What follows belongs to an exercise in optimizing a design on an open flow for small area, a short achievable clock period and few clock cycles; a production flow would make more cautious choices. Where RTL was checked, it was by simulation tests only, not by an equivalence proof against the original. No activity file was given, so power comes from the tool's default toggle rates.

## run a
// UT_TOP
module UT_TOP (
    clk, rst_n, in_valid, in_time,
    out_valid, out_display, out_day
);
Size in the first run: ~1200 cells after synthesis, ~81 flip-flops, about 42 I/O pins.
clock: 9.0 ns
lec_check: 0
abc_area: 1
cap_margin: 20
core_margin: 2
core_utilization: 60
setup_slack_margin: 5
slew_margin: 20
standard.sh (not shown) runs the stock make flow with config.mk's settings and CLKGATE_MAP_FILE= SYNTH_SCRIPT=/design/flow/synth_recipe.tcl, a recipe that flattens the netlist after the stock synthesis.
==> flow/flow/run.sh <==
#!/bin/bash
# Standard layout, except that synthesis maps adders and comparators through ABC
# (no full/half-adder cell extraction), and timing repair aims for 2.6 ns paths.
set -euo pipefail
bash standard.sh ADDER_MAP_FILE= SETUP_SLACK_MARGIN=6.4 finish > flow_make.log 2>&1
#### Input delta (run b over run a)
-- flow/design.v --
<<< run a, line 122
reg [4:0]  Y;      
reg [1:0]  YO;     
reg [1:0]  HH;
reg [3:0]  MO;
reg [4:0]  DY;
wire        c0 = (in_time[30:21] >= 10'd675);
wire [11:0] x1 = {R1, S[15:14]};
>>> run b, line 122
reg [4:0]  Y;      
reg [1:0]  YO;     
wire [1:0] HH = S[1:0];
wire [3:0] MO = S[5:2];
wire [4:0] DY = S[10:6];
wire        c0 = (in_time[30:21] >= 10'd675);
wire [11:0] x1 = {R1, S[15:14]};
<<< run a, line 294
        R2 <= 11'd0;
    end else begin
        S  <= {S[13:0], 2'b00};
        F1 <= 1'b0;
        QD <= (cnt == 5'd8) ? 2'd2 : q1;
>>> run b, line 294
        R2 <= 11'd0;
    end else begin
        if (cnt <= 5'd7) S <= {S[13:0], 2'b00};
        F1 <= 1'b0;
        QD <= (cnt == 5'd8) ? 2'd2 : q1;
<<< run a, line 308
        if (cnt == 5'd8) begin
            R1 <= r1h;
            HH <= hh;
        end
        if (cnt >= 5'd9 && cnt <= 5'd11) begin
>>> run b, line 308
        if (cnt == 5'd8) begin
            R1 <= r1h;
            S[1:0] <= hh;
        end
        if (cnt >= 5'd9 && cnt <= 5'd11) begin
<<< run a, line 320
            LO[6:3] <= {LO[5:3], R1[7]};
        end
        if (cnt == 5'd10) MO <= mcalc;
        if (cnt == 5'd11) DY <= dcalc;
    end
end
>>> run b, line 320
            LO[6:3] <= {LO[5:3], R1[7]};
        end
        if (cnt == 5'd10) S[5:2] <= mcalc;
        if (cnt == 5'd11) S[10:6] <= dcalc;
    end
end
[summary]
Via count of the first global-routing pass: higher on run b
Run b vs. run a: post-synthesis xor/xnor area fraction went down by 0.28 points.
Between run b and run a, proportion of power drawn by combinational gates is higher for run a, run b comes in under that.
Between run b and run a, global-route wire length before repair is higher for run b, run a comes in under that.
Run a → run b: worst-case vdd ir drop -10%, worst path setup slack after routing saw an increase.
Higher fraction of area in clock buffers and inverters among run b and run a: run b
Looking at sequential share of layout area, run b sits below run a.
Run a has higher total power draw than run b.
Compared with run a, in run b multi-input combinational area share saw an increase; portion of total power attributed to the clock network rose by 1.9 points.
No functional check of the RTL was part of any run of this note.


UT_TOP, a different RTL version from the one above (not shown whole).
Size in the first run: ~1,300 cells after synthesis, roughly 42 I/O pins.
==> flow/config.mk <==
export PLATFORM = sky130hd
export DESIGN_NAME = UT_TOP
export DESIGN_NICKNAME = UT_TOP
export VERILOG_FILES = /design/flow/design.v
export SDC_FILE = /design/flow/constraint.sdc
export NUM_CORES = 4
export LEC_CHECK = 0
export ABC_AREA = 1
export CAP_MARGIN = 20
export CORE_MARGIN = 2
export CORE_UTILIZATION = 60
export SETUP_SLACK_MARGIN = 5
export SLEW_MARGIN = 20
==> flow/constraint.sdc <==
create_clock -name core_clock -period 9.0 [get_ports {clk}]
set_input_delay 1.8000 -clock core_clock [delete_from_list [all_inputs] [get_ports {clk}]]
set_output_delay 1.8000 -clock core_clock [all_outputs]
set_load 0.01 [all_outputs]
==> flow/flow/run.sh <==
#!/bin/bash
# Standard layout, except that synthesis maps adders and comparators through ABC
# (no full/half-adder cell extraction), and timing repair aims for 2.5 ns paths.
set -euo pipefail
bash standard.sh ADDER_MAP_FILE= SETUP_SLACK_MARGIN=6.5 finish > flow_make.log 2>&1
The first run completed without violations.
Testbench counts at the start, summed over its fixed seeds: cycles 11,768.
Change:
--- a/flow/design.v
+++ b/flow/design.v
@@ -91,17 +91,30 @@
         5'd10: begin t = 4'd1; u = 3'd0; end
         5'd11: begin t = 4'd1; u = 3'd2; end
         5'd12: begin t = 4'd1; u = 3'd4; end
         5'd13: begin t = 4'd2; u = 3'd1; end
         5'd14: begin t = 4'd2; u = 3'd3; end
         5'd15: begin t = 4'd3; u = 3'd0; end
         5'd16: begin t = 4'd3; u = 3'd2; end
         5'd17: begin t = 4'd3; u = 3'd4; end
-        default: begin t = y4[3:0]; u = y4[2:0]; end
+        5'd18: begin t = 4'd4; u = 3'd1; end
+        5'd19: begin t = 4'd4; u = 3'd3; end
+        5'd20: begin t = 4'd5; u = 3'd0; end
+        5'd21: begin t = 4'd5; u = 3'd2; end
+        5'd22: begin t = 4'd5; u = 3'd4; end
+        5'd23: begin t = 4'd6; u = 3'd1; end
+        5'd24: begin t = 4'd6; u = 3'd3; end
+        5'd25: begin t = 4'd7; u = 3'd0; end
+        5'd26: begin t = 4'd7; u = 3'd2; end
+        5'd27: begin t = 4'd7; u = 3'd4; end
+        5'd28: begin t = 4'd8; u = 3'd1; end
+        5'd29: begin t = 4'd8; u = 3'd3; end
+        5'd30: begin t = 4'd9; u = 3'd0; end
+        5'd31: begin t = 4'd9; u = 3'd2; end
     endcase
 end
 endmodule
 module UT_TOP (
     clk, rst_n, in_valid, in_time,
     out_valid, out_display, out_day
 );
 input clk, rst_n, in_valid;
@@ -200,18 +213,17 @@
     endcase
 end
 wire [4:0] dcalc = doy[4:0] - mst;
 reg [3:0] mun;
 always @(*) begin
     case (MO)
         4'd0: mun = 4'd1;  4'd1: mun = 4'd2;  4'd2: mun = 4'd3;  4'd3: mun = 4'd4;
         4'd4: mun = 4'd5;  4'd5: mun = 4'd6;  4'd6: mun = 4'd7;  4'd7: mun = 4'd8;
-        4'd8: mun = 4'd9;  4'd9: mun = 4'd0;  4'd10: mun = 4'd1; 4'd11: mun = 4'd2;
-        default: mun = MO;    
+        4'd8: mun = 4'd9;  4'd9: mun = 4'd0;  4'd10: mun = 4'd1; default: mun = 4'd2;
     endcase
 end
 wire [3:0] yt;
 wire [2:0] yu;
 YEAR_LUT u_year (.y4(Y), .t(yt), .u(yu));
 wire [1:0] yo = (cnt == 5'd10) ? q2 : YO;
 wire       ycarry = (yu == 3'd4) && yo[1];
 wire [3:0] ytens = ycarry ? ((yt == 4'd9) ? 4'd0 : yt + 4'd1) : yt;
@@ -240,41 +252,43 @@
         5'd14, 5'd16, 5'd18, 5'd20: dig = cbcd[7:4];
         default: dig = cbcd[3:0];
     endcase
 end
 wire dslot = (cnt >= 5'd8) && (cnt <= 5'd21);
 always @(posedge clk or negedge rst_n) begin
     if (!rst_n) begin
         cnt <= 5'd0;
+        out_valid <= 1'b0;
+        out_display <= 4'd0;
+        out_day <= 3'd0;
     end else begin
         if (in_valid) cnt <= 5'd1;
         else if (cnt == 5'd22) cnt <= 5'd0;
         else if (!idle) cnt <= cnt + 5'd1;
+        out_valid <= dslot;
+        out_display <= dslot ? dig : 4'd0;
+        if (cnt == 5'd8) out_day <= wn;
+        else if (!dslot) out_day <= 3'd0;
     end
 end
 always @(posedge clk) begin
-    out_valid <= dslot;
-    out_display <= dslot ? dig : 4'd0;
-    out_day <= (cnt == 5'd8) ? wn : dslot ? W : 3'd0;
-end
-always @(posedge clk) begin
     if (idle) begin
         R1 <= {2'b00, in_time[30:23]};
         S  <= in_time[22:7];
         LO <= in_time[6:0];
         QD <= 2'd0;
         W  <= 3'd2;
         gt <= 1'b0;
         lt <= 1'b0;
         R2 <= 11'd0;
     end else begin
         S  <= {S[13:0], 2'b00};
         QD <= (cnt == 5'd9) ? 2'd2 : q1;
-        if (cnt <= 5'd8) W <= wn;
+        W  <= wn;
         if (!gt && !lt) begin
             gt <= (q1 > gdig);
             lt <= (q1 < gdig);
         end
         if (cnt <= 5'd10) R2 <= r2n[10:0];
         if (cnt <= 5'd9) Y <= {Y[2:0], q2};
         if (cnt == 5'd10) YO <= q2;
         if (cnt <= 5'd8) R1 <= r1n[9:0];
Result:
- The new run finished clean
- worst setup slack is worse by 120 ps
- count of clock-buffer cells in the layout came out lower by 2
- utilization went up by 2.8 points
- sequential power rose by a few percent
- cell count is lower by a few percent
Testbench counts after the change, summed over its fixed seeds: cycles 11,768.

[re-timing with driven ports]
In the flow no input, the clock included, has a driving cell. The finished layouts below were timed again as built, in two steps.
Step 1 sets driving cells, clkbuf_16 on the clock port and buf_2 on the other inputs (assumed; they add their load-dependent delay and slew).
Step 2 also shifts input and output timing later by t, the mid clock arrival at the registers, as if the neighbouring blocks saw the same clock.
Three values: no drivers, after step 1, after step 2; two values: the first two.
run	t, ns	setup slack, ns	latest minus earliest clock arrival (ns)	worst register clock-pin slew, ns	cell pins on the clock port's net
run a	0.393	6.067 / 6.067 / 5.945	0.013 / 0.013	0.07 / 0.07	1
run b	0.398	6.184 / 6.184 / 6.009	0.009 / 0.008	0.07 / 0.07	1
the first run of note 2	0.386	6.425 / 6.382 / 6.238	0.010 / 0.010	0.07 / 0.07	1
the second run of note 2	0.397	6.304 / 6.264 / 6.183	0.011 / 0.011	0.08 / 0.08	1
After both steps setup and hold are still met in every run listed. The setup slack of the first run of note 2, which loses most, moves by -0.043 ns with the drivers and by -0.187 ns with both steps.
